This is an optimization exercise on Yosys and OpenROAD, whose aim is small area and a short achievable clock period, not a production implementation. Function was checked by simulation only, so behaviour that the tests miss may differ from the original.

== job 166 ==
## gcd_top
module gcd_top
#(
    parameter DATA_WIDTH = 16,
    parameter PIPELINE_DEPTH = 31
)(
    input wire                          Clk,
    input wire                          Reset,
    input wire                          Start,
    input wire  signed [DATA_WIDTH-1:0] A,
    input wire  signed [DATA_WIDTH-1:0] B,
    output wire signed [DATA_WIDTH-1:0] Result,
    output wire                         Done
);
Size: ~6,600 cells after synthesis, ~950 flip-flops, about 52 I/O pins.
Settings: LEC_CHECK=0, ABC_AREA=1, CAP_MARGIN=20, CORE_MARGIN=2, CORE_UTILIZATION=60, CTS_CLUSTER_DIAMETER=100, CTS_CLUSTER_SIZE=25, PLACE_DENSITY=0.7, SETUP_SLACK_MARGIN=1.9, SLEW_MARGIN=20; clock period 4.5 ns.
run.sh (not shown) runs the stock make flow with config.mk's settings and CLKGATE_MAP_FILE= SYNTH_SCRIPT=/design/flow/synth_recipe.tcl, a recipe that flattens the netlist after the stock synthesis.
Input changes introduced in job 7971 (baseline for comparison: job 166):
Settings: changing SETUP_SLACK_MARGIN from 1.9 to 1.8.
Results
Re die area: no difference whatsoever between job 7971 and job 166. Global placer's final weighted congestion delta (job 166 -> job 7971): insignificant. Delta(sequential share of layout area, job 7971 - job 166) > 0. Cells: job 7971 has fewer instances than job 166. Between job 166 and job 7971, the sequential standard cell area does not differ in any meaningful way.

* * *

Setup of build 12:
Another version of the RTL of gcd_top (not shown whole).
Settings: LEC_CHECK=0, ABC_AREA=1, CAP_MARGIN=20, CORE_MARGIN=2, CORE_UTILIZATION=60, CTS_CLUSTER_DIAMETER=100, CTS_CLUSTER_SIZE=25, PLACE_DENSITY=0.7, SETUP_SLACK_MARGIN=2.0, SLEW_MARGIN=20; clock period 4.5 ns.
Setup changes, build 12 to build 27
--- a/flow/config.mk
+++ b/flow/config.mk
@@ -15 +15 @@
-export SETUP_SLACK_MARGIN = 2.0
+export SETUP_SLACK_MARGIN = 1.7
--- outcome ---
Diff build 12 and build 27: core utilization lower in build 27. As far as global-route met3 utilization is concerned, build 12 and build 27 perform about the same. Compared with build 12, build 27 shows logic depth of the worst setup path including buffers lower by 2. Taking build 12 as the reference, in build 27 count of cells resized by post-cts repair decreased 81; total wire length now sits lower. The largest contributor to cell area by class comes out registers in one run and multi-input combinational cells in the other, namely in build 27 and build 12 respectively.
Input-level comparison between build 96 and build 27:
--- a/flow/config.mk
+++ b/flow/config.mk
@@ -15 +15 @@
-export SETUP_SLACK_MARGIN = 1.7
+export SETUP_SLACK_MARGIN = 1.9
==> run summary <==
- Build 96 against build 27: register-to-register setup slack now sits higher, count of vias placed by the detailed router now sits higher, critical path arrival now sits lower.

* * *

Setup of garnet:
gcd_top again, from the RTL that the note above started with.
Settings: LEC_CHECK=0, ABC_AREA=1, CAP_MARGIN=20, CORE_MARGIN=2, CORE_UTILIZATION=60, CTS_CLUSTER_DIAMETER=100, CTS_CLUSTER_SIZE=25, PLACE_DENSITY=0.7, SETUP_SLACK_MARGIN=1.85, SLEW_MARGIN=20; clock period 4.5 ns.
garnet: no failed stages, no open violations at the end
> inputs changed (garnet -> sierra)
# garnet
export LEC_CHECK = 0
export ABC_AREA = 1
export CAP_MARGIN = 20
export CORE_MARGIN = 2
export CORE_UTILIZATION = 60
export CTS_CLUSTER_DIAMETER = 100
export CTS_CLUSTER_SIZE = 25
export PLACE_DENSITY = 0.7
export SETUP_SLACK_MARGIN = 1.85
export SLEW_MARGIN = 20
create_clock -name core_clock -period 4.5 [get_ports {Clk}]
# sierra
export LEC_CHECK = 0
export ABC_AREA = 1
export CAP_MARGIN = 20
export CORE_MARGIN = 2
export CORE_UTILIZATION = 70
export CTS_CLUSTER_DIAMETER = 100
export CTS_CLUSTER_SIZE = 25
export PLACE_DENSITY = 0.8
export SETUP_SLACK_MARGIN = 1.8
export SLEW_MARGIN = 20
create_clock -name core_clock -period 4.5 [get_ports {Clk}]
### Flow results
Both conditions hold for sierra: the flow ran to the end and the final layout passed the timing, DRC and antenna checks.
sierra supports a lower top clock frequency than garnet.
Cell area after placement sits lower in sierra than in garnet.
Setup slack after placement is lower on garnet
[compare] base=garnet new=sierra: cell count shrank by 229; count of antenna diodes in the layout saw an increase; fraction of met3 tracks used by global routing went up by 0.25 points.
### sierra -> cedar
# sierra
export LEC_CHECK = 0
export ABC_AREA = 1
export CAP_MARGIN = 20
export CORE_MARGIN = 2
export CORE_UTILIZATION = 70
export CTS_CLUSTER_DIAMETER = 100
export CTS_CLUSTER_SIZE = 25
export PLACE_DENSITY = 0.8
export SETUP_SLACK_MARGIN = 1.8
export SLEW_MARGIN = 20
create_clock -name core_clock -period 4.5 [get_ports {Clk}]
# cedar
export LEC_CHECK = 0
export ABC_AREA = 1
export CAP_MARGIN = 20
export CORE_MARGIN = 2
export CORE_UTILIZATION = 60
export CTS_CLUSTER_DIAMETER = 100
export CTS_CLUSTER_SIZE = 25
export PLACE_DENSITY = 0.7
export SETUP_SLACK_MARGIN = 1.75
export SLEW_MARGIN = 20
create_clock -name core_clock -period 4.5 [get_ports {Clk}]
==> comparison <==
- cedar gives less number of buffers outside the clock class in the layout than sierra did.
- Number of detailed-routing iterations run before antenna repair for cedar is lower than for sierra.
- Delta (cedar minus sierra): area added between synthesis and finish down 0.59 points, cell count now larger, count of standard-cell rows went up by 9, wire length now smaller.
- Clock input transition at the sequential cells of the worst setup and hold paths: sierra vs cedar, no meaningful difference
- Min core area across cedar and sierra: sierra
- cedar and sierra ended up with roughly the same portion of the clock cycle consumed by the worst path in the final layout.
Relative to cedar, the following input files were edited for indigo:
# cedar
export LEC_CHECK = 0
export ABC_AREA = 1
export CAP_MARGIN = 20
export CORE_MARGIN = 2
export CORE_UTILIZATION = 60
export CTS_CLUSTER_DIAMETER = 100
export CTS_CLUSTER_SIZE = 25
export PLACE_DENSITY = 0.7
export SETUP_SLACK_MARGIN = 1.75
export SLEW_MARGIN = 20
create_clock -name core_clock -period 4.5 [get_ports {Clk}]
# indigo
export LEC_CHECK = 0
export ABC_AREA = 1
export CAP_MARGIN = 20
export CORE_MARGIN = 2
export CORE_UTILIZATION = 60
export CTS_CLUSTER_DIAMETER = 100
export CTS_CLUSTER_SIZE = 25
export PLACE_DENSITY = 0.7
export SETUP_SLACK_MARGIN = 1.8
export SLEW_MARGIN = 20
create_clock -name core_clock -period 4.5 [get_ports {Clk}]
Findings:
Per the comparison of indigo with cedar, fraction of the cycle the final worst path needs down 2.4 points; area of all placed cells without fillers went up 500 um2. Lower met1 wire length goes to cedar over indigo. Post-layout net count in indigo is 22 higher than in cedar. Side by side, worst hold-check slack turned out lower in indigo than in cedar. indigo vs cedar — non-clock buffer total of the final layout climbed by a little under 10%.

-- what the ideal ports hide --
The results above use ideal ports. As a check the final layouts listed here were re-extracted and re-timed, cells and wires unchanged.
Step 1 sets driving cells, clkbuf_16 on the clock port and buf_2 on the other inputs (assumed; they add their load-dependent delay and slew).
Step 2 adds t to the input delays and takes it off the output delays; t is the mean of the earliest and latest rising clock arrival at the registers after step 1. Input paths then give back, and output paths get back, about the clock's delay inside the block.
a / b / c = no drivers / after step 1 / after step 2; a / b = the first two.
| run | t (ns) | setup WS [ns] | hold slack, ns | worst register clock-pin slew, ns | worst slew at a driven data input, ns |
|---|---|---|---|---|---|
| job 166 | 0.710 | 1.911 / 1.911 / 1.358 | 0.312 / 0.271 / 0.414 | 0.11 / 0.11 | 0.05 |
| job 7971 | 0.712 | 1.835 / 1.835 / 1.338 | 0.320 / 0.275 / 0.415 | 0.10 / 0.10 | 0.05 |
| build 12 | 0.714 | 1.951 / 1.951 / 1.714 | 0.329 / 0.278 / 0.413 | 0.11 / 0.11 | 0.05 |
| build 27 | 0.708 | 1.876 / 1.876 / 1.477 | 0.333 / 0.284 / 0.414 | 0.11 / 0.11 | 0.05 |
| build 96 | 0.711 | 1.932 / 1.927 / 1.479 | 0.331 / 0.281 / 0.414 | 0.10 / 0.10 | 0.05 |
| garnet | 0.708 | 1.861 / 1.861 / 1.465 | 0.335 / 0.287 / 0.414 | 0.10 / 0.10 | 0.05 |
| sierra | 0.701 | 1.851 / 1.851 / 1.420 | 0.367 / 0.323 / 0.419 | 0.11 / 0.11 | 0.05 |
| cedar | 0.704 | 1.855 / 1.855 / 1.470 | 0.340 / 0.292 / 0.414 | 0.11 / 0.11 | 0.05 |
| indigo | 0.706 | 1.962 / 1.932 / 1.472 | 0.336 / 0.288 / 0.414 | 0.11 / 0.11 | 0.05 |
After both steps setup and hold are still met in every run listed. For job 166, which loses most, drivers alone change the setup slack by 0.000 ns; drivers and shift together by -0.553 ns.
